What follows belongs to an exercise in optimizing a design on an open flow for small area, a short achievable clock period and few clock cycles per item; a production flow would make more cautious choices.
No run shown here included a check of the RTL's function; only the layout flow was run.
Power is estimated from default activity; no workload was simulated.

## flow/design.v (module list and top-level ports; edited modules follow where they fit)
// module cnm_top: 1639 lines
// module cnm_fa: 4 lines
// module cnm_ha: 4 lines
// module cnm_hn: 4 lines
// module cnm_ao: 3 lines
// module cnm_an: 3 lines
// module cnm_x2: 3 lines
// module cnm_xn: 3 lines
// module cnm_or: 3 lines
module cnm_top (
    input  logic               clk,
    input  logic               rst,
    input  logic               in_valid,
    input  logic signed [7:0]  rea,
    input  logic signed [7:0]  ima,
    input  logic signed [7:0]  req,
    input  logic signed [7:0]  imq,
    output logic               out_valid,
    output logic signed [15:0] rep,
    output logic signed [15:0] imp
);
  // ...
==> flow/flow/run.sh <==
#!/bin/bash
# Own layout flow: the standard flow (standard synthesis, same steps and
# settings), except that the port buffers are the small sky130 buf_1 cell
# instead of the delay cell buffer_ports picks by default. Every input and
# output port still gets its own buffer; repair may resize them.
set -euo pipefail
export BUFFER_PORTS_ARGS="-buffer_cell sky130_fd_sc_hd__buf_1"
bash standard.sh > flow_make.log 2>&1
==> flow/standard.sh <==
#!/bin/bash
# synth_recipe.tcl (not shown) runs the flow's synth.tcl, then flattens the netlist and writes it again
# the make line also repeats each setting of config.mk as NAME=value (left out here)
make -C /OpenROAD-flow-scripts/flow DESIGN_CONFIG=/design/flow/config.mk WORK_HOME=/design/flow/orfs CLKGATE_MAP_FILE= SYNTH_SCRIPT=/design/flow/synth_recipe.tcl "${@:-finish}"
==> flow/config.mk <==
export PLATFORM = sky130hd
export DESIGN_NAME = cnm_top
export DESIGN_NICKNAME = cnm_top
export VERILOG_FILES = /design/flow/design.v
export SDC_FILE = /design/flow/constraint.sdc
export NUM_CORES = 4
export LEC_CHECK = 0
export CAP_MARGIN = 20
export CORE_MARGIN = 2
export CORE_UTILIZATION = 40
export CTS_BUF_LIST = sky130_fd_sc_hd__clkbuf_4 sky130_fd_sc_hd__clkbuf_8
export SETUP_SLACK_MARGIN = 3.5
export SLEW_MARGIN = 20
export SYNTH_HIERARCHICAL = 1
==> flow/constraint.sdc <==
create_clock -name core_clock -period 7.0 [get_ports {clk}]
set_input_delay 1.4000 -clock core_clock [delete_from_list [all_inputs] [get_ports {clk}]]
set_output_delay 1.4000 -clock core_clock [all_outputs]
set_load 0.01 [all_outputs]
==> metrics.yaml, run 1 <==
swShare_pct: 40.2
layout-drive-gt1-share_pct: 16.8
ys_seq_area_share_pct: 20.7
regToRegSetupSlack_ps: 3610
antennaDiodeCount: 0
met2_length_um: 8340
worst-path-buf-inv: 1
pg_clk_mw: 0.363
routed.top_layer: "met4"
io_buffer_count: 67
post_drt_wl_per_cell_um: 15.9
top_power_group: "combinational logic"
status: "timing/DRC/antenna clean"
cp_data_arrival_time_ps: 2500
ioPinCount: 68
endpoint: "rep[14]"
holdWs_ps: 462
yosysMostFrequentCell: "fa_1"
synth_nets: 1041
ir_drop_uv: 215
drv_slew: 0
power.total_mw: 3.78
synth_area_leaders: "fa_1 45%, dfxtp_1 21%, nand2_1 6.8%"
skew_ps: 12.7
r2r-start: "ima_r[3]"
ys_ff_latch: 93
cp_max_fo: 5
wirelength_um: 17300
post-cts-setup-buffers: 3
multi_input_area_share_pct: 69.0
synth_area_sq_um: 9000
numCtsBuffers: 9
==> inputs of run 2 (changes only) <==
--- a/flow/design.v
+++ b/flow/design.v
@@ -861,78 +861,104 @@
     logic imp_o848;
     logic n849;
     logic n850;
     logic n851;
     logic n852;
     logic n853;
     logic n854;
     logic n855;
-    logic rep_s280_q1_856;
-    logic rep_c314_q1_857;
-    logic rep_s315_q1_858;
-    logic rep_s284_q1_859;
-    logic rep_c316_q1_860;
-    logic rep_s317_q1_861;
-    logic rep_s341_q1_862;
-    logic rep_c340_q1_863;
-    logic rep_s343_q1_864;
-    logic rep_c342_q1_865;
-    logic rep_c344_q1_866;
-    logic rep_s349_q1_867;
-    logic rep_s351_q1_868;
-    logic rep_c350_q1_869;
-    logic rep_g372_q1_870;
-    logic rep_t371_q1_871;
-    logic rep_g370_q1_872;
-    logic rep_t369_q1_873;
-    logic rep_g388_q1_874;
-    logic rep_t387_q1_875;
-    logic rep_g386_q1_876;
-    logic rep_t385_q1_877;
-    logic rep_G391_q1_878;
-    logic rep_g390_q1_879;
-    logic rep_t389_q1_880;
-    logic rep_G402_q1_881;
-    logic imp_s699_q1_882;
-    logic imp_c732_q1_883;
-    logic imp_s733_q1_884;
-    logic imp_s757_q1_885;
-    logic imp_c756_q1_886;
-    logic imp_s759_q1_887;
-    logic imp_c758_q1_888;
-    logic imp_c760_q1_889;
-    logic imp_s763_q1_890;
-    logic imp_s765_q1_891;
-    logic imp_c764_q1_892;
-    logic imp_s767_q1_893;
-    logic imp_c766_q1_894;
-    logic imp_t801_q1_895;
-    logic imp_t799_q1_896;
-    logic imp_G806_q1_897;
-    logic imp_P807_q1_898;
-    logic imp_G805_q1_899;
-    logic imp_g800_q1_900;
-    logic imp_G814_q1_901;
-    logic imp_g804_q1_902;
-    logic imp_t803_q1_903;
-    logic repl_s358_q1_904;
-    logic n849_q1_905;
-    logic n850_q1_906;
-    logic n851_q1_907;
-    logic rep_o423_q1_908;
-    logic rep_o424_q1_909;
-    logic n852_q1_910;
-    logic n853_q1_911;
-    logic n854_q1_912;
-    logic n855_q1_913;
-    logic imp_o837_q1_914;
-    logic imp_o838_q1_915;
-    logic imp_o839_q1_916;
-    logic [1:0] vld;
+    logic rep_c271_q1_856;
+    logic rep_s274_q1_857;
+    logic rep_c273_q1_858;
+    logic rep_c275_q1_859;
+    logic rep_s278_q1_860;
+    logic rep_c277_q1_861;
+    logic rep_c279_q1_862;
+    logic rep_s282_q1_863;
+    logic rep_c281_q1_864;
+    logic rep_c283_q1_865;
+    logic rep_s286_q1_866;
+    logic rep_s288_q1_867;
+    logic rep_c306_q1_868;
+    logic rep_s307_q1_869;
+    logic rep_s264_q1_870;
+    logic rep_c308_q1_871;
+    logic rep_s268_q1_872;
+    logic rep_s309_q1_873;
+    logic rep_s272_q1_874;
+    logic rep_c310_q1_875;
+    logic rep_s311_q1_876;
+    logic rep_c312_q1_877;
+    logic rep_s276_q1_878;
+    logic rep_s280_q1_879;
+    logic rep_s284_q1_880;
+    logic rep_c285_q1_881;
+    logic rep_c289_q1_882;
+    logic rep_s321_q1_883;
+    logic rep_c293_q1_884;
+    logic rep_s323_q1_885;
+    logic rep_c322_q1_886;
+    logic rep_c332_q1_887;
+    logic rep_s333_q1_888;
+    logic repl_c364_q1_889;
+    logic rep_s335_q1_890;
+    logic rep_c334_q1_891;
+    logic rep_c336_q1_892;
+    logic rep_s355_q1_893;
+    logic rep_c326_q1_894;
+    logic rep_c356_q1_895;
+    logic imp_c686_q1_896;
+    logic imp_s689_q1_897;
+    logic imp_c688_q1_898;
+    logic imp_c690_q1_899;
+    logic imp_s693_q1_900;
+    logic imp_c692_q1_901;
+    logic imp_c694_q1_902;
+    logic imp_s697_q1_903;
+    logic imp_c696_q1_904;
+    logic imp_c698_q1_905;
+    logic imp_s701_q1_906;
+    logic imp_s703_q1_907;
+    logic imp_c702_q1_908;
+    logic imp_s705_q1_909;
+    logic imp_s707_q1_910;
+    logic imp_c724_q1_911;
+    logic imp_s683_q1_912;
+    logic imp_s725_q1_913;
+    logic imp_c726_q1_914;
+    logic imp_s687_q1_915;
+    logic imp_s727_q1_916;
+    logic imp_c728_q1_917;
+    logic imp_s691_q1_918;
+    logic imp_s695_q1_919;
+    logic imp_s699_q1_920;
+    logic imp_c700_q1_921;
+    logic imp_c704_q1_922;
+    logic imp_c708_q1_923;
+    logic imp_s739_q1_924;
+    logic imp_c712_q1_925;
+    logic imp_s741_q1_926;
+    logic imp_c740_q1_927;
+    logic imp_c748_q1_928;
+    logic impl_c778_q1_929;
+    logic imp_s749_q1_930;
+    logic imp_s751_q1_931;
+    logic imp_c750_q1_932;
+    logic imp_c752_q1_933;
+    logic imp_s771_q1_934;
+    logic imp_c744_q1_935;
+    logic imp_c772_q1_936;
+    logic repl_s358_q1_937;
+    logic n849_q1_938;
+    logic n850_q1_939;
+    logic n852_q1_940;
+    logic n853_q1_941;
+    logic n854_q1_942;
+    logic [2:0] vld;
     logic [15:0] rep_sum, imp_sum;
     assign rep_p1 = ~(rea_r[0] & req_r[0]);
     assign rep_p2 = ~(rea_r[0] & req_r[1]);
     assign rep_p3 = ~(rea_r[0] & req_r[2]);
     assign rep_p4 = ~(rea_r[0] & req_r[3]);
     assign rep_p5 = ~(rea_r[0] & req_r[4]);
     assign rep_p6 = ~(rea_r[0] & req_r[5]);
     assign rep_p7 = ~(rea_r[0] & req_r[6]);
@@ -1145,101 +1171,101 @@
     assign n298 = ~rep_p9;
     cnm_ha u_rep_s299 (.a(rep_p2), .b(n298), .s(rep_s299), .co(rep_c300));
     cnm_fa u_rep_s301 (.a(rep_p2), .b(rep_p81), .c(rep_s252), .s(rep_s301), .co(rep_c302));
     cnm_fa u_rep_s303 (.a(rep_c253), .b(rep_c251), .c(rep_s254), .s(rep_s303), .co(rep_c304));
     cnm_fa u_rep_s305 (.a(rep_c255), .b(rep_s258), .c(rep_c257), .s(rep_s305), .co(rep_c306));
     cnm_fa u_rep_s307 (.a(rep_c259), .b(rep_s262), .c(rep_c261), .s(rep_s307), .co(rep_c308));
     cnm_fa u_rep_s309 (.a(rep_c263), .b(rep_s266), .c(rep_c265), .s(rep_s309), .co(rep_c310));
     cnm_fa u_rep_s311 (.a(rep_c267), .b(rep_s270), .c(rep_c269), .s(rep_s311), .co(rep_c312));
-    cnm_fa u_rep_s313 (.a(rep_c271), .b(rep_s274), .c(rep_c273), .s(rep_s313), .co(rep_c314));
-    cnm_fa u_rep_s315 (.a(rep_c275), .b(rep_s278), .c(rep_c277), .s(rep_s315), .co(rep_c316));
-    cnm_fa u_rep_s317 (.a(rep_c279), .b(rep_s282), .c(rep_c281), .s(rep_s317), .co(rep_c318));
-    cnm_fa u_rep_s319 (.a(rep_c283), .b(rep_s286), .c(rep_s288), .s(rep_s319), .co(rep_c320));
+    cnm_fa u_rep_s313 (.a(rep_c271_q1_856), .b(rep_s274_q1_857), .c(rep_c273_q1_858), .s(rep_s313), .co(rep_c314));
+    cnm_fa u_rep_s315 (.a(rep_c275_q1_859), .b(rep_s278_q1_860), .c(rep_c277_q1_861), .s(rep_s315), .co(rep_c316));
+    cnm_fa u_rep_s317 (.a(rep_c279_q1_862), .b(rep_s282_q1_863), .c(rep_c281_q1_864), .s(rep_s317), .co(rep_c318));
+    cnm_fa u_rep_s319 (.a(rep_c283_q1_865), .b(rep_s286_q1_866), .c(rep_s288_q1_867), .s(rep_s319), .co(rep_c320));
     cnm_fa u_rep_s321 (.a(rep_s290), .b(rep_c287), .c(rep_s292), .s(rep_s321), .co(rep_c322));
     cnm_fa u_rep_s323 (.a(rep_s294), .b(rep_c291), .c(rep_s296), .s(rep_s323), .co(rep_c324));
     cnm_fa u_rep_s325 (.a(rep_p64), .b(rep_p128), .c(rep_c295), .s(rep_s325), .co(rep_c326));
     assign n327 = ~rep_s299;
     cnm_fa u_rep_s328 (.a(rep_p66), .b(rep_p73), .c(n327), .s(rep_s328), .co(rep_c329));
     assign n330 = ~rep_c300;
     cnm_fa u_rep_s331 (.a(n330), .b(rep_s250), .c(rep_s301), .s(rep_s331), .co(rep_c332));
     cnm_fa u_rep_s333 (.a(rep_c302), .b(rep_s256), .c(rep_s303), .s(rep_s333), .co(rep_c334));
     cnm_fa u_rep_s335 (.a(rep_c304), .b(rep_s260), .c(rep_s305), .s(rep_s335), .co(rep_c336));
-    cnm_fa u_rep_s337 (.a(rep_c306), .b(rep_s307), .c(rep_s264), .s(rep_s337), .co(rep_c338));
-    cnm_fa u_rep_s339 (.a(rep_c308), .b(rep_s268), .c(rep_s309), .s(rep_s339), .co(rep_c340));
-    cnm_fa u_rep_s341 (.a(rep_s272), .b(rep_c310), .c(rep_s311), .s(rep_s341), .co(rep_c342));
-    cnm_fa u_rep_s343 (.a(rep_c312), .b(rep_s276), .c(rep_s313), .s(rep_s343), .co(rep_c344));
-    cnm_fa u_rep_s345 (.a(rep_s280_q1_856), .b(rep_c314_q1_857), .c(rep_s315_q1_858), .s(rep_s345), .co(rep_c346));
-    cnm_fa u_rep_s347 (.a(rep_s284_q1_859), .b(rep_c316_q1_860), .c(rep_s317_q1_861), .s(rep_s347), .co(rep_c348));
-    cnm_fa u_rep_s349 (.a(rep_c285), .b(rep_s319), .c(rep_c318), .s(rep_s349), .co(rep_c350));
-    cnm_fa u_rep_s351 (.a(rep_c289), .b(rep_s321), .c(rep_c320), .s(rep_s351), .co(rep_c352));
-    cnm_fa u_rep_s353 (.a(rep_c293), .b(rep_s323), .c(rep_c322), .s(rep_s353), .co(rep_c354));
+    cnm_fa u_rep_s337 (.a(rep_c306_q1_868), .b(rep_s307_q1_869), .c(rep_s264_q1_870), .s(rep_s337), .co(rep_c338));
+    cnm_fa u_rep_s339 (.a(rep_c308_q1_871), .b(rep_s268_q1_872), .c(rep_s309_q1_873), .s(rep_s339), .co(rep_c340));
+    cnm_fa u_rep_s341 (.a(rep_s272_q1_874), .b(rep_c310_q1_875), .c(rep_s311_q1_876), .s(rep_s341), .co(rep_c342));
+    cnm_fa u_rep_s343 (.a(rep_c312_q1_877), .b(rep_s276_q1_878), .c(rep_s313), .s(rep_s343), .co(rep_c344));
+    cnm_fa u_rep_s345 (.a(rep_s280_q1_879), .b(rep_c314), .c(rep_s315), .s(rep_s345), .co(rep_c346));
+    cnm_fa u_rep_s347 (.a(rep_s284_q1_880), .b(rep_c316), .c(rep_s317), .s(rep_s347), .co(rep_c348));
+    cnm_fa u_rep_s349 (.a(rep_c285_q1_881), .b(rep_s319), .c(rep_c318), .s(rep_s349), .co(rep_c350));
+    cnm_fa u_rep_s351 (.a(rep_c289_q1_882), .b(rep_s321_q1_883), .c(rep_c320), .s(rep_s351), .co(rep_c352));
+    cnm_fa u_rep_s353 (.a(rep_c293_q1_884), .b(rep_s323_q1_885), .c(rep_c322_q1_886), .s(rep_s353), .co(rep_c354));
     cnm_fa u_rep_s355 (.a(rep_c297), .b(rep_s325), .c(rep_c324), .s(rep_s355), .co(rep_c356));
     assign n357 = ~rep_p65;
     cnm_ha u_repl_s358 (.a(rep_p1), .b(n357), .s(repl_s358), .co(repl_c359));
     assign n360 = ~repl_c359;
     cnm_fa u_repl_s361 (.a(rep_p1), .b(n360), .c(rep_s328), .s(repl_s361), .co(repl_c362));
     cnm_fa u_repl_s363 (.a(rep_c329), .b(rep_s331), .c(repl_c362), .s(repl_s363), .co(repl_c364));
-    cnm_fa u_repl_s365 (.a(rep_c332), .b(rep_s333), .c(repl_c364), .s(repl_s365), .co(repl_c366));
-    cnm_ha u_rep_t367 (.a(rep_s335), .b(rep_c334), .s(rep_t367), .co(rep_g368));
-    cnm_ha u_rep_t369 (.a(rep_s337), .b(rep_c336), .s(rep_t369), .co(rep_g370));
+    cnm_fa u_repl_s365 (.a(rep_c332_q1_887), .b(rep_s333_q1_888), .c(repl_c364_q1_889), .s(repl_s365), .co(repl_c366));
+    cnm_ha u_rep_t367 (.a(rep_s335_q1_890), .b(rep_c334_q1_891), .s(rep_t367), .co(rep_g368));
+    cnm_ha u_rep_t369 (.a(rep_s337), .b(rep_c336_q1_892), .s(rep_t369), .co(rep_g370));
     cnm_ha u_rep_t371 (.a(rep_s339), .b(rep_c338), .s(rep_t371), .co(rep_g372));
-    cnm_ha u_rep_t373 (.a(rep_s341_q1_862), .b(rep_c340_q1_863), .s(rep_t373), .co(rep_g374));
-    cnm_ha u_rep_t375 (.a(rep_s343_q1_864), .b(rep_c342_q1_865), .s(rep_t375), .co(rep_g376));
-    cnm_ha u_rep_t377 (.a(rep_s345), .b(rep_c344_q1_866), .s(rep_t377), .co(rep_g378));
+    cnm_ha u_rep_t373 (.a(rep_s341), .b(rep_c340), .s(rep_t373), .co(rep_g374));
+    cnm_ha u_rep_t375 (.a(rep_s343), .b(rep_c342), .s(rep_t375), .co(rep_g376));
+    cnm_ha u_rep_t377 (.a(rep_s345), .b(rep_c344), .s(rep_t377), .co(rep_g378));
     cnm_ha u_rep_t379 (.a(rep_s347), .b(rep_c346), .s(rep_t379), .co(rep_g380));
-    cnm_ha u_rep_t381 (.a(rep_s349_q1_867), .b(rep_c348), .s(rep_t381), .co(rep_g382));
-    cnm_ha u_rep_t383 (.a(rep_s351_q1_868), .b(rep_c350_q1_869), .s(rep_t383), .co(rep_g384));
+    cnm_ha u_rep_t381 (.a(rep_s349), .b(rep_c348), .s(rep_t381), .co(rep_g382));
+    cnm_ha u_rep_t383 (.a(rep_s351), .b(rep_c350), .s(rep_t383), .co(rep_g384));
     cnm_ha u_rep_t385 (.a(rep_s353), .b(rep_c352), .s(rep_t385), .co(rep_g386));
-    cnm_ha u_rep_t387 (.a(rep_s355), .b(rep_c354), .s(rep_t387), .co(rep_g388));
-    cnm_ha u_rep_t389 (.a(rep_c326), .b(rep_c356), .s(rep_t389), .co(rep_g390));
+    cnm_ha u_rep_t387 (.a(rep_s355_q1_893), .b(rep_c354), .s(rep_t387), .co(rep_g388));
+    cnm_ha u_rep_t389 (.a(rep_c326_q1_894), .b(rep_c356_q1_895), .s(rep_t389), .co(rep_g390));
     cnm_ao u_rep_G391 (.g1(rep_g368), .p1(rep_t367), .g0(repl_c366), .y(rep_G391));
-    cnm_ao u_rep_G392 (.g1(rep_g372_q1_870), .p1(rep_t371_q1_871), .g0(rep_g370_q1_872), .y(rep_G392));
-    cnm_an u_rep_P393 (.a(rep_t371_q1_871), .b(rep_t369_q1_873), .y(rep_P393));
+    cnm_ao u_rep_G392 (.g1(rep_g372), .p1(rep_t371), .g0(rep_g370), .y(rep_G392));
+    cnm_an u_rep_P393 (.a(rep_t371), .b(rep_t369), .y(rep_P393));
     cnm_ao u_rep_G394 (.g1(rep_g376), .p1(rep_t375), .g0(rep_g374), .y(rep_G394));
     cnm_an u_rep_P395 (.a(rep_t375), .b(rep_t373), .y(rep_P395));
     cnm_ao u_rep_G396 (.g1(rep_g380), .p1(rep_t379), .g0(rep_g378), .y(rep_G396));
     cnm_an u_rep_P397 (.a(rep_t379), .b(rep_t377), .y(rep_P397));
     cnm_ao u_rep_G398 (.g1(rep_g384), .p1(rep_t383), .g0(rep_g382), .y(rep_G398));
     cnm_an u_rep_P399 (.a(rep_t383), .b(rep_t381), .y(rep_P399));
-    cnm_ao u_rep_G400 (.g1(rep_g388_q1_874), .p1(rep_t387_q1_875), .g0(rep_g386_q1_876), .y(rep_G400));
-    cnm_an u_rep_P401 (.a(rep_t387_q1_875), .b(rep_t385_q1_877), .y(rep_P401));
+    cnm_ao u_rep_G400 (.g1(rep_g388), .p1(rep_t387), .g0(rep_g386), .y(rep_G400));
+    cnm_an u_rep_P401 (.a(rep_t387), .b(rep_t385), .y(rep_P401));
     cnm_ao u_rep_G402 (.g1(rep_g370), .p1(rep_t369), .g0(rep_G391), .y(rep_G402));
-    cnm_ao u_rep_G403 (.g1(rep_G392), .p1(rep_P393), .g0(rep_G391_q1_878), .y(rep_G403));
+    cnm_ao u_rep_G403 (.g1(rep_G392), .p1(rep_P393), .g0(rep_G391), .y(rep_G403));
     cnm_ao u_rep_G404 (.g1(rep_g378), .p1(rep_t377), .g0(rep_G394), .y(rep_G404));
     cnm_an u_rep_P405 (.a(rep_t377), .b(rep_P395), .y(rep_P405));
     cnm_ao u_rep_G406 (.g1(rep_G396), .p1(rep_P397), .g0(rep_G394), .y(rep_G406));
     cnm_an u_rep_P407 (.a(rep_P397), .b(rep_P395), .y(rep_P407));
-    cnm_ao u_rep_G408 (.g1(rep_g386_q1_876), .p1(rep_t385_q1_877), .g0(rep_G398), .y(rep_G408));
-    cnm_an u_rep_P409 (.a(rep_t385_q1_877), .b(rep_P399), .y(rep_P409));
+    cnm_ao u_rep_G408 (.g1(rep_g386), .p1(rep_t385), .g0(rep_G398), .y(rep_G408));
+    cnm_an u_rep_P409 (.a(rep_t385), .b(rep_P399), .y(rep_P409));
     cnm_ao u_rep_G410 (.g1(rep_G400), .p1(rep_P401), .g0(rep_G398), .y(rep_G410));
     cnm_an u_rep_P411 (.a(rep_P401), .b(rep_P399), .y(rep_P411));
     cnm_ao u_rep_G412 (.g1(rep_g374), .p1(rep_t373), .g0(rep_G403), .y(rep_G412));
     cnm_ao u_rep_G413 (.g1(rep_G394), .p1(rep_P395), .g0(rep_G403), .y(rep_G413));
     cnm_ao u_rep_G414 (.g1(rep_G404), .p1(rep_P405), .g0(rep_G403), .y(rep_G414));
     cnm_ao u_rep_G415 (.g1(rep_G406), .p1(rep_P407), .g0(rep_G403), .y(rep_G415));
-    cnm_ao u_rep_G416 (.g1(rep_g390_q1_879), .p1(rep_t389_q1_880), .g0(rep_G410), .y(rep_G416));
-    cnm_an u_rep_P417 (.a(rep_t389_q1_880), .b(rep_P411), .y(rep_P417));
+    cnm_ao u_rep_G416 (.g1(rep_g390), .p1(rep_t389), .g0(rep_G410), .y(rep_G416));
+    cnm_an u_rep_P417 (.a(rep_t389), .b(rep_P411), .y(rep_P417));
     cnm_ao u_rep_G418 (.g1(rep_g382), .p1(rep_t381), .g0(rep_G415), .y(rep_G418));
     cnm_ao u_rep_G419 (.g1(rep_G398), .p1(rep_P399), .g0(rep_G415), .y(rep_G419));
     cnm_ao u_rep_G420 (.g1(rep_G408), .p1(rep_P409), .g0(rep_G415), .y(rep_G420));
     cnm_ao u_rep_G421 (.g1(rep_G410), .p1(rep_P411), .g0(rep_G415), .y(rep_G421));
     cnm_ao u_rep_G422 (.g1(rep_G416), .p1(rep_P417), .g0(rep_G415), .y(rep_G422));
     cnm_xn u_rep_o423 (.a(rep_t367), .b(repl_c366), .y(rep_o423));
     cnm_xn u_rep_o424 (.a(rep_t369), .b(rep_G391), .y(rep_o424));
-    cnm_xn u_rep_o425 (.a(rep_t371_q1_871), .b(rep_G402_q1_881), .y(rep_o425));
+    cnm_xn u_rep_o425 (.a(rep_t371), .b(rep_G402), .y(rep_o425));
     cnm_xn u_rep_o426 (.a(rep_t373), .b(rep_G403), .y(rep_o426));
     cnm_xn u_rep_o427 (.a(rep_t375), .b(rep_G412), .y(rep_o427));
     cnm_xn u_rep_o428 (.a(rep_t377), .b(rep_G413), .y(rep_o428));
     cnm_xn u_rep_o429 (.a(rep_t379), .b(rep_G414), .y(rep_o429));
     cnm_xn u_rep_o430 (.a(rep_t381), .b(rep_G415), .y(rep_o430));
     cnm_xn u_rep_o431 (.a(rep_t383), .b(rep_G418), .y(rep_o431));
-    cnm_xn u_rep_o432 (.a(rep_t385_q1_877), .b(rep_G419), .y(rep_o432));
-    cnm_xn u_rep_o433 (.a(rep_t387_q1_875), .b(rep_G420), .y(rep_o433));
-    cnm_xn u_rep_o434 (.a(rep_t389_q1_880), .b(rep_G421), .y(rep_o434));
+    cnm_xn u_rep_o432 (.a(rep_t385), .b(rep_G419), .y(rep_o432));
+    cnm_xn u_rep_o433 (.a(rep_t387), .b(rep_G420), .y(rep_o433));
+    cnm_xn u_rep_o434 (.a(rep_t389), .b(rep_G421), .y(rep_o434));
     assign imp_p435 = ~(rea_r[0] & imq_r[0]);
     assign imp_p436 = ~(rea_r[0] & imq_r[1]);
     assign imp_p437 = ~(rea_r[0] & imq_r[2]);
     assign imp_p438 = ~(rea_r[0] & imq_r[3]);
     assign imp_p439 = ~(rea_r[0] & imq_r[4]);
     assign imp_p440 = ~(rea_r[0] & imq_r[5]);
     assign imp_p441 = ~(rea_r[0] & imq_r[6]);
     assign imp_p442 = rea_r[0] & imq_r[7];
@@ -1441,206 +1467,231 @@
     cnm_fa u_imp_s713 (.a(imp_p490), .b(imp_p497), .c(imp_p554), .s(imp_s713), .co(imp_c714));
     cnm_fa u_imp_s715 (.a(imp_p561), .b(imp_c668), .c(imp_c670), .s(imp_s715), .co(imp_c716));
     cnm_hn u_imp_s717 (.a(imp_p436), .b(imp_p443), .s(imp_s717), .co(imp_c718));
     cnm_fa u_imp_s719 (.a(imp_p501), .b(imp_p508), .c(imp_p515), .s(imp_s719), .co(imp_c720));
     cnm_fa u_imp_s721 (.a(imp_s675), .b(imp_c672), .c(imp_s673), .s(imp_s721), .co(imp_c722));
     cnm_fa u_imp_s723 (.a(imp_c676), .b(imp_c674), .c(imp_s677), .s(imp_s723), .co(imp_c724));
     cnm_fa u_imp_s725 (.a(imp_c678), .b(imp_c680), .c(imp_s681), .s(imp_s725), .co(imp_c726));
     cnm_fa u_imp_s727 (.a(imp_c682), .b(imp_s685), .c(imp_c684), .s(imp_s727), .co(imp_c728));
-    cnm_fa u_imp_s729 (.a(imp_c686), .b(imp_s689), .c(imp_c688), .s(imp_s729), .co(imp_c730));
-    cnm_fa u_imp_s731 (.a(imp_c690), .b(imp_s693), .c(imp_c692), .s(imp_s731), .co(imp_c732));
-    cnm_fa u_imp_s733 (.a(imp_c694), .b(imp_s697), .c(imp_c696), .s(imp_s733), .co(imp_c734));
-    cnm_fa u_imp_s735 (.a(imp_c698), .b(imp_s701), .c(imp_s703), .s(imp_s735), .co(imp_c736));
-    cnm_fa u_imp_s737 (.a(imp_c702), .b(imp_s705), .c(imp_s707), .s(imp_s737), .co(imp_c738));
+    cnm_fa u_imp_s729 (.a(imp_c686_q1_896), .b(imp_s689_q1_897), .c(imp_c688_q1_898), .s(imp_s729), .co(imp_c730));
+    cnm_fa u_imp_s731 (.a(imp_c690_q1_899), .b(imp_s693_q1_900), .c(imp_c692_q1_901), .s(imp_s731), .co(imp_c732));
+    cnm_fa u_imp_s733 (.a(imp_c694_q1_902), .b(imp_s697_q1_903), .c(imp_c696_q1_904), .s(imp_s733), .co(imp_c734));
+    cnm_fa u_imp_s735 (.a(imp_c698_q1_905), .b(imp_s701_q1_906), .c(imp_s703_q1_907), .s(imp_s735), .co(imp_c736));
+    cnm_fa u_imp_s737 (.a(imp_c702_q1_908), .b(imp_s705_q1_909), .c(imp_s707_q1_910), .s(imp_s737), .co(imp_c738));
     cnm_fa u_imp_s739 (.a(imp_s709), .b(imp_c706), .c(imp_s711), .s(imp_s739), .co(imp_c740));
     cnm_fa u_imp_s741 (.a(imp_s713), .b(imp_c710), .c(imp_s715), .s(imp_s741), .co(imp_c742));
     cnm_fa u_imp_s743 (.a(imp_p498), .b(imp_p562), .c(imp_c714), .s(imp_s743), .co(imp_c744));
     cnm_hn u_imp_s745 (.a(imp_p500), .b(imp_p507), .s(imp_s745), .co(imp_c746));
     cnm_fa u_imp_s747 (.a(imp_c718), .b(imp_s719), .c(imp_s671), .s(imp_s747), .co(imp_c748));
     cnm_fa u_imp_s749 (.a(imp_c720), .b(imp_s619), .c(imp_s721), .s(imp_s749), .co(imp_c750));
     cnm_fa u_imp_s751 (.a(imp_c722), .b(imp_s679), .c(imp_s723), .s(imp_s751), .co(imp_c752));
-    cnm_fa u_imp_s753 (.a(imp_c724), .b(imp_s683), .c(imp_s725), .s(imp_s753), .co(imp_c754));
-    cnm_fa u_imp_s755 (.a(imp_c726), .b(imp_s687), .c(imp_s727), .s(imp_s755), .co(imp_c756));
-    cnm_fa u_imp_s757 (.a(imp_c728), .b(imp_s691), .c(imp_s729), .s(imp_s757), .co(imp_c758));
-    cnm_fa u_imp_s759 (.a(imp_c730), .b(imp_s695), .c(imp_s731), .s(imp_s759), .co(imp_c760));
-    cnm_fa u_imp_s761 (.a(imp_s699_q1_882), .b(imp_c732_q1_883), .c(imp_s733_q1_884), .s(imp_s761), .co(imp_c762));
-    cnm_fa u_imp_s763 (.a(imp_c700), .b(imp_s735), .c(imp_c734), .s(imp_s763), .co(imp_c764));
-    cnm_fa u_imp_s765 (.a(imp_c704), .b(imp_s737), .c(imp_c736), .s(imp_s765), .co(imp_c766));
-    cnm_fa u_imp_s767 (.a(imp_c708), .b(imp_s739), .c(imp_c738), .s(imp_s767), .co(imp_c768));
-    cnm_fa u_imp_s769 (.a(imp_c712), .b(imp_s741), .c(imp_c740), .s(imp_s769), .co(imp_c770));
+    cnm_fa u_imp_s753 (.a(imp_c724_q1_911), .b(imp_s683_q1_912), .c(imp_s725_q1_913), .s(imp_s753), .co(imp_c754));
+    cnm_fa u_imp_s755 (.a(imp_c726_q1_914), .b(imp_s687_q1_915), .c(imp_s727_q1_916), .s(imp_s755), .co(imp_c756));
+    cnm_fa u_imp_s757 (.a(imp_c728_q1_917), .b(imp_s691_q1_918), .c(imp_s729), .s(imp_s757), .co(imp_c758));
+    cnm_fa u_imp_s759 (.a(imp_c730), .b(imp_s695_q1_919), .c(imp_s731), .s(imp_s759), .co(imp_c760));
+    cnm_fa u_imp_s761 (.a(imp_s699_q1_920), .b(imp_c732), .c(imp_s733), .s(imp_s761), .co(imp_c762));
+    cnm_fa u_imp_s763 (.a(imp_c700_q1_921), .b(imp_s735), .c(imp_c734), .s(imp_s763), .co(imp_c764));
+    cnm_fa u_imp_s765 (.a(imp_c704_q1_922), .b(imp_s737), .c(imp_c736), .s(imp_s765), .co(imp_c766));
+    cnm_fa u_imp_s767 (.a(imp_c708_q1_923), .b(imp_s739_q1_924), .c(imp_c738), .s(imp_s767), .co(imp_c768));
+    cnm_fa u_imp_s769 (.a(imp_c712_q1_925), .b(imp_s741_q1_926), .c(imp_c740_q1_927), .s(imp_s769), .co(imp_c770));
     cnm_fa u_imp_s771 (.a(imp_c716), .b(imp_s743), .c(imp_c742), .s(imp_s771), .co(imp_c772));
     cnm_hn u_impl_s773 (.a(imp_p435), .b(imp_p499), .s(impl_s773), .co(impl_c774));
     cnm_fa u_impl_s775 (.a(imp_s745), .b(imp_s717), .c(impl_c774), .s(impl_s775), .co(impl_c776));
     cnm_fa u_impl_s777 (.a(imp_c746), .b(impl_c776), .c(imp_s747), .s(impl_s777), .co(impl_c778));
-    cnm_fa u_impl_s779 (.a(imp_c748), .b(impl_c778), .c(imp_s749), .s(impl_s779), .co(impl_c780));
-    cnm_ha u_imp_t781 (.a(imp_s751), .b(imp_c750), .s(imp_t781), .co(imp_g782));
-    cnm_ha u_imp_t783 (.a(imp_s753), .b(imp_c752), .s(imp_t783), .co(imp_g784));
+    cnm_fa u_impl_s779 (.a(imp_c748_q1_928), .b(impl_c778_q1_929), .c(imp_s749_q1_930), .s(impl_s779), .co(impl_c780));
+    cnm_ha u_imp_t781 (.a(imp_s751_q1_931), .b(imp_c750_q1_932), .s(imp_t781), .co(imp_g782));
+    cnm_ha u_imp_t783 (.a(imp_s753), .b(imp_c752_q1_933), .s(imp_t783), .co(imp_g784));
     cnm_ha u_imp_t785 (.a(imp_s755), .b(imp_c754), .s(imp_t785), .co(imp_g786));
-    cnm_ha u_imp_t787 (.a(imp_s757_q1_885), .b(imp_c756_q1_886), .s(imp_t787), .co(imp_g788));
-    cnm_ha u_imp_t789 (.a(imp_s759_q1_887), .b(imp_c758_q1_888), .s(imp_t789), .co(imp_g790));
-    cnm_ha u_imp_t791 (.a(imp_s761), .b(imp_c760_q1_889), .s(imp_t791), .co(imp_g792));
-    cnm_ha u_imp_t793 (.a(imp_s763_q1_890), .b(imp_c762), .s(imp_t793), .co(imp_g794));
-    cnm_ha u_imp_t795 (.a(imp_s765_q1_891), .b(imp_c764_q1_892), .s(imp_t795), .co(imp_g796));
-    cnm_ha u_imp_t797 (.a(imp_s767_q1_893), .b(imp_c766_q1_894), .s(imp_t797), .co(imp_g798));
+    cnm_ha u_imp_t787 (.a(imp_s757), .b(imp_c756), .s(imp_t787), .co(imp_g788));
+    cnm_ha u_imp_t789 (.a(imp_s759), .b(imp_c758), .s(imp_t789), .co(imp_g790));
+    cnm_ha u_imp_t791 (.a(imp_s761), .b(imp_c760), .s(imp_t791), .co(imp_g792));
+    cnm_ha u_imp_t793 (.a(imp_s763), .b(imp_c762), .s(imp_t793), .co(imp_g794));
+    cnm_ha u_imp_t795 (.a(imp_s765), .b(imp_c764), .s(imp_t795), .co(imp_g796));
+    cnm_ha u_imp_t797 (.a(imp_s767), .b(imp_c766), .s(imp_t797), .co(imp_g798));
     cnm_ha u_imp_t799 (.a(imp_s769), .b(imp_c768), .s(imp_t799), .co(imp_g800));
-    cnm_ha u_imp_t801 (.a(imp_s771), .b(imp_c770), .s(imp_t801), .co(imp_g802));
-    cnm_ha u_imp_t803 (.a(imp_c744), .b(imp_c772), .s(imp_t803), .co(imp_g804));
+    cnm_ha u_imp_t801 (.a(imp_s771_q1_934), .b(imp_c770), .s(imp_t801), .co(imp_g802));
+    cnm_ha u_imp_t803 (.a(imp_c744_q1_935), .b(imp_c772_q1_936), .s(imp_t803), .co(imp_g804));
     cnm_ao u_imp_G805 (.g1(imp_g782), .p1(imp_t781), .g0(impl_c780), .y(imp_G805));
     cnm_ao u_imp_G806 (.g1(imp_g786), .p1(imp_t785), .g0(imp_g784), .y(imp_G806));
     cnm_an u_imp_P807 (.a(imp_t785), .b(imp_t783), .y(imp_P807));
     cnm_ao u_imp_G808 (.g1(imp_g790), .p1(imp_t789), .g0(imp_g788), .y(imp_G808));
     cnm_an u_imp_P809 (.a(imp_t789), .b(imp_t787), .y(imp_P809));
     cnm_ao u_imp_G810 (.g1(imp_g794), .p1(imp_t793), .g0(imp_g792), .y(imp_G810));
     cnm_an u_imp_P811 (.a(imp_t793), .b(imp_t791), .y(imp_P811));
     cnm_ao u_imp_G812 (.g1(imp_g798), .p1(imp_t797), .g0(imp_g796), .y(imp_G812));
     cnm_an u_imp_P813 (.a(imp_t797), .b(imp_t795), .y(imp_P813));
     cnm_ao u_imp_G814 (.g1(imp_g802), .p1(imp_t801), .g0(imp_g800), .y(imp_G814));
-    cnm_an u_imp_P815 (.a(imp_t801_q1_895), .b(imp_t799_q1_896), .y(imp_P815));
+    cnm_an u_imp_P815 (.a(imp_t801), .b(imp_t799), .y(imp_P815));
     cnm_ao u_imp_G816 (.g1(imp_g784), .p1(imp_t783), .g0(imp_G805), .y(imp_G816));
-    cnm_ao u_imp_G817 (.g1(imp_G806_q1_897), .p1(imp_P807_q1_898), .g0(imp_G805_q1_899), .y(imp_G817));
+    cnm_ao u_imp_G817 (.g1(imp_G806), .p1(imp_P807), .g0(imp_G805), .y(imp_G817));
     cnm_ao u_imp_G818 (.g1(imp_g792), .p1(imp_t791), .g0(imp_G808), .y(imp_G818));
     cnm_an u_imp_P819 (.a(imp_t791), .b(imp_P809), .y(imp_P819));
     cnm_ao u_imp_G820 (.g1(imp_G810), .p1(imp_P811), .g0(imp_G808), .y(imp_G820));
     cnm_an u_imp_P821 (.a(imp_P811), .b(imp_P809), .y(imp_P821));
-    cnm_ao u_imp_G822 (.g1(imp_g800_q1_900), .p1(imp_t799_q1_896), .g0(imp_G812), .y(imp_G822));
-    cnm_an u_imp_P823 (.a(imp_t799_q1_896), .b(imp_P813), .y(imp_P823));
-    cnm_ao u_imp_G824 (.g1(imp_G814_q1_901), .p1(imp_P815), .g0(imp_G812), .y(imp_G824));
+    cnm_ao u_imp_G822 (.g1(imp_g800), .p1(imp_t799), .g0(imp_G812), .y(imp_G822));
+    cnm_an u_imp_P823 (.a(imp_t799), .b(imp_P813), .y(imp_P823));
+    cnm_ao u_imp_G824 (.g1(imp_G814), .p1(imp_P815), .g0(imp_G812), .y(imp_G824));
     cnm_an u_imp_P825 (.a(imp_P815), .b(imp_P813), .y(imp_P825));
     cnm_ao u_imp_G826 (.g1(imp_g788), .p1(imp_t787), .g0(imp_G817), .y(imp_G826));
     cnm_ao u_imp_G827 (.g1(imp_G808), .p1(imp_P809), .g0(imp_G817), .y(imp_G827));
     cnm_ao u_imp_G828 (.g1(imp_G818), .p1(imp_P819), .g0(imp_G817), .y(imp_G828));
     cnm_ao u_imp_G829 (.g1(imp_G820), .p1(imp_P821), .g0(imp_G817), .y(imp_G829));
-    cnm_ao u_imp_G830 (.g1(imp_g804_q1_902), .p1(imp_t803_q1_903), .g0(imp_G824), .y(imp_G830));
-    cnm_an u_imp_P831 (.a(imp_t803_q1_903), .b(imp_P825), .y(imp_P831));
+    cnm_ao u_imp_G830 (.g1(imp_g804), .p1(imp_t803), .g0(imp_G824), .y(imp_G830));
+    cnm_an u_imp_P831 (.a(imp_t803), .b(imp_P825), .y(imp_P831));
     cnm_ao u_imp_G832 (.g1(imp_g796), .p1(imp_t795), .g0(imp_G829), .y(imp_G832));
     cnm_ao u_imp_G833 (.g1(imp_G812), .p1(imp_P813), .g0(imp_G829), .y(imp_G833));
     cnm_ao u_imp_G834 (.g1(imp_G822), .p1(imp_P823), .g0(imp_G829), .y(imp_G834));
     cnm_ao u_imp_G835 (.g1(imp_G824), .p1(imp_P825), .g0(imp_G829), .y(imp_G835));
     cnm_ao u_imp_G836 (.g1(imp_G830), .p1(imp_P831), .g0(imp_G829), .y(imp_G836));
     cnm_xn u_imp_o837 (.a(imp_t781), .b(impl_c780), .y(imp_o837));
     cnm_xn u_imp_o838 (.a(imp_t783), .b(imp_G805), .y(imp_o838));
     cnm_xn u_imp_o839 (.a(imp_t785), .b(imp_G816), .y(imp_o839));
     cnm_xn u_imp_o840 (.a(imp_t787), .b(imp_G817), .y(imp_o840));
     cnm_xn u_imp_o841 (.a(imp_t789), .b(imp_G826), .y(imp_o841));
     cnm_xn u_imp_o842 (.a(imp_t791), .b(imp_G827), .y(imp_o842));
     cnm_xn u_imp_o843 (.a(imp_t793), .b(imp_G828), .y(imp_o843));
     cnm_xn u_imp_o844 (.a(imp_t795), .b(imp_G829), .y(imp_o844));
     cnm_xn u_imp_o845 (.a(imp_t797), .b(imp_G832), .y(imp_o845));
-    cnm_xn u_imp_o846 (.a(imp_t799_q1_896), .b(imp_G833), .y(imp_o846));
-    cnm_xn u_imp_o847 (.a(imp_t801_q1_895), .b(imp_G834), .y(imp_o847));
-    cnm_xn u_imp_o848 (.a(imp_t803_q1_903), .b(imp_G835), .y(imp_o848));
+    cnm_xn u_imp_o846 (.a(imp_t799), .b(imp_G833), .y(imp_o846));
+    cnm_xn u_imp_o847 (.a(imp_t801), .b(imp_G834), .y(imp_o847));
+    cnm_xn u_imp_o848 (.a(imp_t803), .b(imp_G835), .y(imp_o848));
     assign n849 = ~repl_s361;
     assign n850 = ~repl_s363;
     assign n851 = ~repl_s365;
     assign n852 = ~impl_s773;
     assign n853 = ~impl_s775;
     assign n854 = ~impl_s777;
     assign n855 = ~impl_s779;
-    assign rep_sum[0] = repl_s358_q1_904;
-    assign rep_sum[1] = n849_q1_905;
-    assign rep_sum[2] = n850_q1_906;
-    assign rep_sum[3] = n851_q1_907;
-    assign rep_sum[4] = rep_o423_q1_908;
-    assign rep_sum[5] = rep_o424_q1_909;
+    assign rep_sum[0] = repl_s358_q1_937;
+    assign rep_sum[1] = n849_q1_938;
+    assign rep_sum[2] = n850_q1_939;
+    assign rep_sum[3] = n851;
+    assign rep_sum[4] = rep_o423;
+    assign rep_sum[5] = rep_o424;
     assign rep_sum[6] = rep_o425;
     assign rep_sum[7] = rep_o426;
     assign rep_sum[8] = rep_o427;
     assign rep_sum[9] = rep_o428;
     assign rep_sum[10] = rep_o429;
     assign rep_sum[11] = rep_o430;
     assign rep_sum[12] = rep_o431;
     assign rep_sum[13] = rep_o432;
     assign rep_sum[14] = rep_o433;
     assign rep_sum[15] = rep_o434;
-    assign imp_sum[0] = n852_q1_910;
-    assign imp_sum[1] = n853_q1_911;
-    assign imp_sum[2] = n854_q1_912;
-    assign imp_sum[3] = n855_q1_913;
-    assign imp_sum[4] = imp_o837_q1_914;
-    assign imp_sum[5] = imp_o838_q1_915;
-    assign imp_sum[6] = imp_o839_q1_916;
+    assign imp_sum[0] = n852_q1_940;
+    assign imp_sum[1] = n853_q1_941;
+    assign imp_sum[2] = n854_q1_942;
+    assign imp_sum[3] = n855;
+    assign imp_sum[4] = imp_o837;
+    assign imp_sum[5] = imp_o838;
+    assign imp_sum[6] = imp_o839;
     assign imp_sum[7] = imp_o840;
     assign imp_sum[8] = imp_o841;
     assign imp_sum[9] = imp_o842;
     assign imp_sum[10] = imp_o843;
     assign imp_sum[11] = imp_o844;
     assign imp_sum[12] = imp_o845;
     assign imp_sum[13] = imp_o846;
     assign imp_sum[14] = imp_o847;
     assign imp_sum[15] = imp_o848;
     always_ff @(posedge clk) begin
         rea_r <= rea; ima_r <= ima; req_r <= req; imq_r <= imq;
-        rep_s280_q1_856 <= rep_s280;
-        rep_c314_q1_857 <= rep_c314;
-        rep_s315_q1_858 <= rep_s315;
-        rep_s284_q1_859 <= rep_s284;
-        rep_c316_q1_860 <= rep_c316;
-        rep_s317_q1_861 <= rep_s317;
-        rep_s341_q1_862 <= rep_s341;
-        rep_c340_q1_863 <= rep_c340;
-        rep_s343_q1_864 <= rep_s343;
-        rep_c342_q1_865 <= rep_c342;
-        rep_c344_q1_866 <= rep_c344;
-        rep_s349_q1_867 <= rep_s349;
-        rep_s351_q1_868 <= rep_s351;
-        rep_c350_q1_869 <= rep_c350;
-        rep_g372_q1_870 <= rep_g372;
-        rep_t371_q1_871 <= rep_t371;
-        rep_g370_q1_872 <= rep_g370;
-        rep_t369_q1_873 <= rep_t369;
-        rep_g388_q1_874 <= rep_g388;
-        rep_t387_q1_875 <= rep_t387;
-        rep_g386_q1_876 <= rep_g386;
-        rep_t385_q1_877 <= rep_t385;
-        rep_G391_q1_878 <= rep_G391;
-        rep_g390_q1_879 <= rep_g390;
-        rep_t389_q1_880 <= rep_t389;
-        rep_G402_q1_881 <= rep_G402;
-        imp_s699_q1_882 <= imp_s699;
-        imp_c732_q1_883 <= imp_c732;
-        imp_s733_q1_884 <= imp_s733;
-        imp_s757_q1_885 <= imp_s757;
-        imp_c756_q1_886 <= imp_c756;
-        imp_s759_q1_887 <= imp_s759;
-        imp_c758_q1_888 <= imp_c758;
-        imp_c760_q1_889 <= imp_c760;
-        imp_s763_q1_890 <= imp_s763;
-        imp_s765_q1_891 <= imp_s765;
-        imp_c764_q1_892 <= imp_c764;
-        imp_s767_q1_893 <= imp_s767;
-        imp_c766_q1_894 <= imp_c766;
-        imp_t801_q1_895 <= imp_t801;
-        imp_t799_q1_896 <= imp_t799;
-        imp_G806_q1_897 <= imp_G806;
-        imp_P807_q1_898 <= imp_P807;
-        imp_G805_q1_899 <= imp_G805;
-        imp_g800_q1_900 <= imp_g800;
-        imp_G814_q1_901 <= imp_G814;
-        imp_g804_q1_902 <= imp_g804;
-        imp_t803_q1_903 <= imp_t803;
-        repl_s358_q1_904 <= repl_s358;
-        n849_q1_905 <= n849;
-        n850_q1_906 <= n850;
-        n851_q1_907 <= n851;
-        rep_o423_q1_908 <= rep_o423;
-        rep_o424_q1_909 <= rep_o424;
-        n852_q1_910 <= n852;
-        n853_q1_911 <= n853;
-        n854_q1_912 <= n854;
-        n855_q1_913 <= n855;
-        imp_o837_q1_914 <= imp_o837;
-        imp_o838_q1_915 <= imp_o838;
-        imp_o839_q1_916 <= imp_o839;
+        rep_c271_q1_856 <= rep_c271;
+        rep_s274_q1_857 <= rep_s274;
+        rep_c273_q1_858 <= rep_c273;
+        rep_c275_q1_859 <= rep_c275;
+        rep_s278_q1_860 <= rep_s278;
+        rep_c277_q1_861 <= rep_c277;
+        rep_c279_q1_862 <= rep_c279;
+        rep_s282_q1_863 <= rep_s282;
+        rep_c281_q1_864 <= rep_c281;
+        rep_c283_q1_865 <= rep_c283;
+        rep_s286_q1_866 <= rep_s286;
+        rep_s288_q1_867 <= rep_s288;
+        rep_c306_q1_868 <= rep_c306;
+        rep_s307_q1_869 <= rep_s307;
+        rep_s264_q1_870 <= rep_s264;
+        rep_c308_q1_871 <= rep_c308;
+        rep_s268_q1_872 <= rep_s268;
+        rep_s309_q1_873 <= rep_s309;
+        rep_s272_q1_874 <= rep_s272;
+        rep_c310_q1_875 <= rep_c310;
+        rep_s311_q1_876 <= rep_s311;
+        rep_c312_q1_877 <= rep_c312;
+        rep_s276_q1_878 <= rep_s276;
+        rep_s280_q1_879 <= rep_s280;
+        rep_s284_q1_880 <= rep_s284;
+        rep_c285_q1_881 <= rep_c285;
+        rep_c289_q1_882 <= rep_c289;
+        rep_s321_q1_883 <= rep_s321;
+        rep_c293_q1_884 <= rep_c293;
+        rep_s323_q1_885 <= rep_s323;
+        rep_c322_q1_886 <= rep_c322;
+        rep_c332_q1_887 <= rep_c332;
+        rep_s333_q1_888 <= rep_s333;
+        repl_c364_q1_889 <= repl_c364;
+        rep_s335_q1_890 <= rep_s335;
+        rep_c334_q1_891 <= rep_c334;
+        rep_c336_q1_892 <= rep_c336;
+        rep_s355_q1_893 <= rep_s355;
+        rep_c326_q1_894 <= rep_c326;
+        rep_c356_q1_895 <= rep_c356;
+        imp_c686_q1_896 <= imp_c686;
+        imp_s689_q1_897 <= imp_s689;
+        imp_c688_q1_898 <= imp_c688;
+        imp_c690_q1_899 <= imp_c690;
+        imp_s693_q1_900 <= imp_s693;
+        imp_c692_q1_901 <= imp_c692;
+        imp_c694_q1_902 <= imp_c694;
+        imp_s697_q1_903 <= imp_s697;
+        imp_c696_q1_904 <= imp_c696;
+        imp_c698_q1_905 <= imp_c698;
+        imp_s701_q1_906 <= imp_s701;
+        imp_s703_q1_907 <= imp_s703;
+        imp_c702_q1_908 <= imp_c702;
+        imp_s705_q1_909 <= imp_s705;
+        imp_s707_q1_910 <= imp_s707;
+        imp_c724_q1_911 <= imp_c724;
+        imp_s683_q1_912 <= imp_s683;
+        imp_s725_q1_913 <= imp_s725;
+        imp_c726_q1_914 <= imp_c726;
+        imp_s687_q1_915 <= imp_s687;
+        imp_s727_q1_916 <= imp_s727;
+        imp_c728_q1_917 <= imp_c728;
+        imp_s691_q1_918 <= imp_s691;
+        imp_s695_q1_919 <= imp_s695;
+        imp_s699_q1_920 <= imp_s699;
+        imp_c700_q1_921 <= imp_c700;
+        imp_c704_q1_922 <= imp_c704;
+        imp_c708_q1_923 <= imp_c708;
+        imp_s739_q1_924 <= imp_s739;
+        imp_c712_q1_925 <= imp_c712;
+        imp_s741_q1_926 <= imp_s741;
+        imp_c740_q1_927 <= imp_c740;
+        imp_c748_q1_928 <= imp_c748;
+        impl_c778_q1_929 <= impl_c778;
+        imp_s749_q1_930 <= imp_s749;
+        imp_s751_q1_931 <= imp_s751;
+        imp_c750_q1_932 <= imp_c750;
+        imp_c752_q1_933 <= imp_c752;
+        imp_s771_q1_934 <= imp_s771;
+        imp_c744_q1_935 <= imp_c744;
+        imp_c772_q1_936 <= imp_c772;
+        repl_s358_q1_937 <= repl_s358;
+        n849_q1_938 <= n849;
+        n850_q1_939 <= n850;
+        n852_q1_940 <= n852;
+        n853_q1_941 <= n853;
+        n854_q1_942 <= n854;
+        rep <= rep_sum; imp <= imp_sum;
         if (rst) vld <= '0;
-        else vld <= {vld[0:0], in_valid};
+        else vld <= {vld[1:0], in_valid};
     end
-    assign out_valid = vld[1];
-    assign rep = rep_sum;
-    assign imp = imp_sum;
+    assign out_valid = vld[2];
 endmodule
 module cnm_fa (input logic a, input logic b, input logic c, output logic s, output logic co);
     assign s  = a ^ b ^ c;
     assign co = (a & b) | (a & c) | (b & c);
 endmodule
 module cnm_ha (input logic a, input logic b, output logic s, output logic co);
     assign s  = a ^ b;
     assign co = a & b;
==> flow/config.mk (replaced) <==
export PLATFORM = sky130hd
export DESIGN_NAME = cnm_top
export DESIGN_NICKNAME = cnm_top
export VERILOG_FILES = /design/flow/design.v
export SDC_FILE = /design/flow/constraint.sdc
export NUM_CORES = 4
export LEC_CHECK = 0
export CAP_MARGIN = 20
export CORE_MARGIN = 2
export CORE_UTILIZATION = 40
export CTS_BUF_LIST = sky130_fd_sc_hd__clkbuf_4 sky130_fd_sc_hd__clkbuf_8
export SETUP_SLACK_MARGIN = 4.3
export SLEW_MARGIN = 20
export SYNTH_HIERARCHICAL = 1
==> run 2 against run 1 <==
  * Still clean on timing, DRC and antenna
  * Final cell count increased by 9.7%
  * Synthesized cell count increased by 3.9%
  * Design area increased by 13%
  * Die area increased by 10%
  * Clock-buffer cell count increased by 11
  * Via count increased by 6.5%
  * Total power increased by 37%
  * Non-clock buffer count decreased by 18
  * Clock power increased by 77%
  * Routed wire length increased by 9.8%
  * Clock skew increased by 0.71 ps
  * Global-route usage decreased by 0.14 points
==> metrics.yaml, run 2 <==
crit_family: "adder cells"
power_density_nw_per_um2: 477
ant_nets: 0
drtPass1Iterations: 5
worst-path-buf-inv: 0  # -1
vias: 5724
gp_congestion: 0.809
dpl_cell_area_sq_um: 10300
yosys_warnings: 7
yosysMostFrequentCell: "fa_1"
design_area_sq_um: 10900
cts_tree: "done"
post-route-period-util_pct: 37.4
drc: 0
skew_ps: 13.4  # +0.705 ps
finalSetupViolations: 0
synthXorXnorAreaFrac_pct: 3.44
numCtsBuffers: 17  # +8
initial_core_util_pct: 40.8
clock_latency_ps: 460
synth_adder_area_share_pct: 44.7
ys_seq_area_share_pct: 31.0  # +10 points
yosys.area.top_type: "fa_1"
synth_area_sq_um: 9930  # +10%
grt_pass1_wl_um: 32100
leakage_nw: 4.32
layout_common_cells: "200 x fa_1, 164 x nand2_1, 122 x dfxtp_1"
maxSlewHeadroom_pct: 73.4
critical-path-max-stage-delay_ps: 540
netlist.area_leader.share_pct: 40.5
status: "timing/DRC/antenna clean"
crit_path_frequent_cell: "fa_1"
holdWs_ps: 330  # -132 ps
fmax_mhz: 382
period_minus_slack_ps: 2620
antennaDiodeCount: 0  # unchanged
maxCapViolations: 0
vias_per_cell: 4.80
postSynthCellCount: 802
critPathKind: "reg2reg"
cp_max_fo: 16  # +11
crit_required_ps: 7330
wirelength_um: 19000  # +9.8%
core_area_sq_um: 24300
area_growth_pct: 9.25
synth_common_cells: "201 x fa_1, 164 x nand2_1, 154 x dfxtp_1"
syn_avg_cell_area_sq_um: 12.4
setup-tns-final_ps: 0
track_usage_pct: 15.9
cp_data_arrival_time_ps: 2950  # +450 ps
ioPinCount: 68  # unchanged
grt_pass1_vias: 6337
synth_cell_type_count: 12
cts_htree_levels: 4
path_clk_slew_ps: 80
synth_compound_area_share_pct: 3.02
post_drt_wl_per_cell_um: 16.0  # +0.14%
cts_buffer_depth: 2
hp-class: "reg2reg"
hpwlAfterDp_um: 13400
ys_ff_latch: 154  # +66%
post-cts-setup-buffers: 0  # -3
synth_top_family_by_area: "adder cells"
critPathSlowestCell: "dfxtp_2"
rsz0062_at_grt: "false"
clock-sinks: 154
grt.overflow.total: 0
synth_nets: 1071  # +2.9%
hold_viol: 0
grt_antenna_before_repair: 0
drv_slew: 0  # unchanged
synth.area.mux_share_pct: 0
grt_max_degree: 18
rows: 57
num-nets-final: 1125
crit_chain: "nand2_1 -> fa_1 -> fa_1 -> fa_1 -> fa_1"
top_regs: "imp x16, rep x16"
final_common_cell: "fa_1"
ir_drop_uv: 304  # +42%
critPathLaunchType: "flip-flop"
drtIter0Drc: 294
synth-main-ff-cell: "dfxtp_1"
layout-drive-gt1-share_pct: 8.40  # -8.4 points
synthSimpleGateAreaFrac_pct: 14.3
io_buffer_count: 67  # unchanged
endpoint_kind: "flip-flop"
ys_async_sr_fraction_pct: 0
die-area_sq_um: 26100
worst_slew_pin_slew_ps: 400
synth-edff-count: 0
synth_area_leaders: "fa_1 41%, dfxtp_1 31%, and2_1 7.0%"
die_w_um: 162
die_y_um: 162
cts_root_buffer: "clkbuf_8"
==> run 2: cell count changes after synthesis <==
cell,before,now
dfxtp_1,93,154
and2_2,40,0
nor2b_1,2,3
buf_4,45,13
and2_1,71,111
==> run 2: modules after synthesis (local to each module, per instance), excerpt <==
module   copies in the design  cells inside  flip-flops and latches
cnm_top                     1           456                     154
cnm_an                     18             1                       0
cnm_xn                     39             1                       0
cnm_ao                     40             1                       0
cnm_or                     15             1                       0
cnm_fa                    201             1                       0
cnm_ha                     33             1                       0
==> run 2: cell type report <==
class | count | area, sq um
Sequential cell | 154 | 3190
Timing Repair Buffer | 67 | 251
Inverter | 10 | 37.5
Clock buffer | 21 | 283
Fill cell | 2298 | 13500
Tap cell | 324 | 405
Clock inverter | 11 | 95.1
Multi-Input combinational cell | 606 | 6590
==> run 2: final timing paths <==
kind          startpoint  slack (ps)              end  cells past startpoint
min          n854_q1_942         330           imp[2]                      0
min reg2reg  n854_q1_942         330           imp[2]                      0
max reg2reg     imq_r[5]        4380  imp_s695_q1_919                      5
max             imq_r[5]        4380  imp_s695_q1_919                      5
==> run 2: through the flow <==
stage	util (%)	std cells	setup slack [ps]	total power, mW
after floorplan	-	802	4450	3.77
after global placement	42.3	1161	4040	4.32
after detailed placement	42.3	1161	4010	4.35
after CTS	44.0	1193	4270	5.02
after global routing	44.6	1193	4290	5.78
final	44.6	1193	4380	5.18
==> run 2: report_power, final <==
part | leakage [nW] | switching [mW] | internal, mW
Clock | 0.191 | 0.333 | 0.311
Sequential | 1.31 | 0.171 | 1.25
Combinational | 2.82 | 1.42 | 1.69
==> run 2: cell families (layout without fill, tap and decap cells) <==
kind of cell | Yosys count | in the layout
XOR/XNOR | 39 | 39
flip-flops | 154 | 154
buffers and inverters | 42 | 109
adder cells (fa/ha/maj) | 234 | 234
AO/OA/AOI/OAI | 40 | 40
AND/OR/NAND/NOR | 293 | 293
==> run 2: metal layers <==
metal / up-vias / wire, um / GRT usage (%)
met5: - / 0 / 0
met4: 0 / 201 / 3.98
met3: 17 / 1080 / 4.06
met2: 156 / 9660 / 26.9
met1: 2981 / 8090 / 20.4
li1: 2570 / - / -
==> run 2: worst register-to-register path: cells and delay by family, from the launching register on <==
kind | cells | cell delay (ps)
DFF | 1 | 540
and+or+nand+nor | 1 | 140
adders and majority gates | 4 | 1830
==> run 2: what timing repair did <==
item | in CTS | in global routing
pin swaps | 0 | 2
hold buffers | 0 | 0
setup endpoints to repair | 30 | 26
resized for setup | 32 | 35

==> separate check: timing with driven ports <==
The results above use ideal ports. As a check the final layouts listed here were re-extracted and re-timed, cells and wires unchanged. Step 1: set_driving_cell puts a clkbuf_16 on clk and a buf_2 on each other input, an assumption about the parent block. Step 2 also shifts input and output timing later by t, the mid clock arrival at the registers, as if the neighbouring blocks saw the same clock. a / b / c = ideal / step 1 / step 2; a / b = the first two.
| run | t (ns) | setup slack, ns | worst hold slack (ns) | worst register clock-pin slew, ns | worst slew at a driven data input, ns |
|---|---|---|---|---|---|
| run 1 | 0.414 | 3.101 / 3.063 / 3.477 | 0.462 / 0.462 / 0.462 | 0.09 / 0.09 | 0.05 |
| run 2 | 0.488 | 4.380 / 4.380 / 4.380 | 0.330 / 0.330 / 0.330 | 0.09 / 0.09 | 0.03 |
After both steps setup and hold are still met in every run listed.
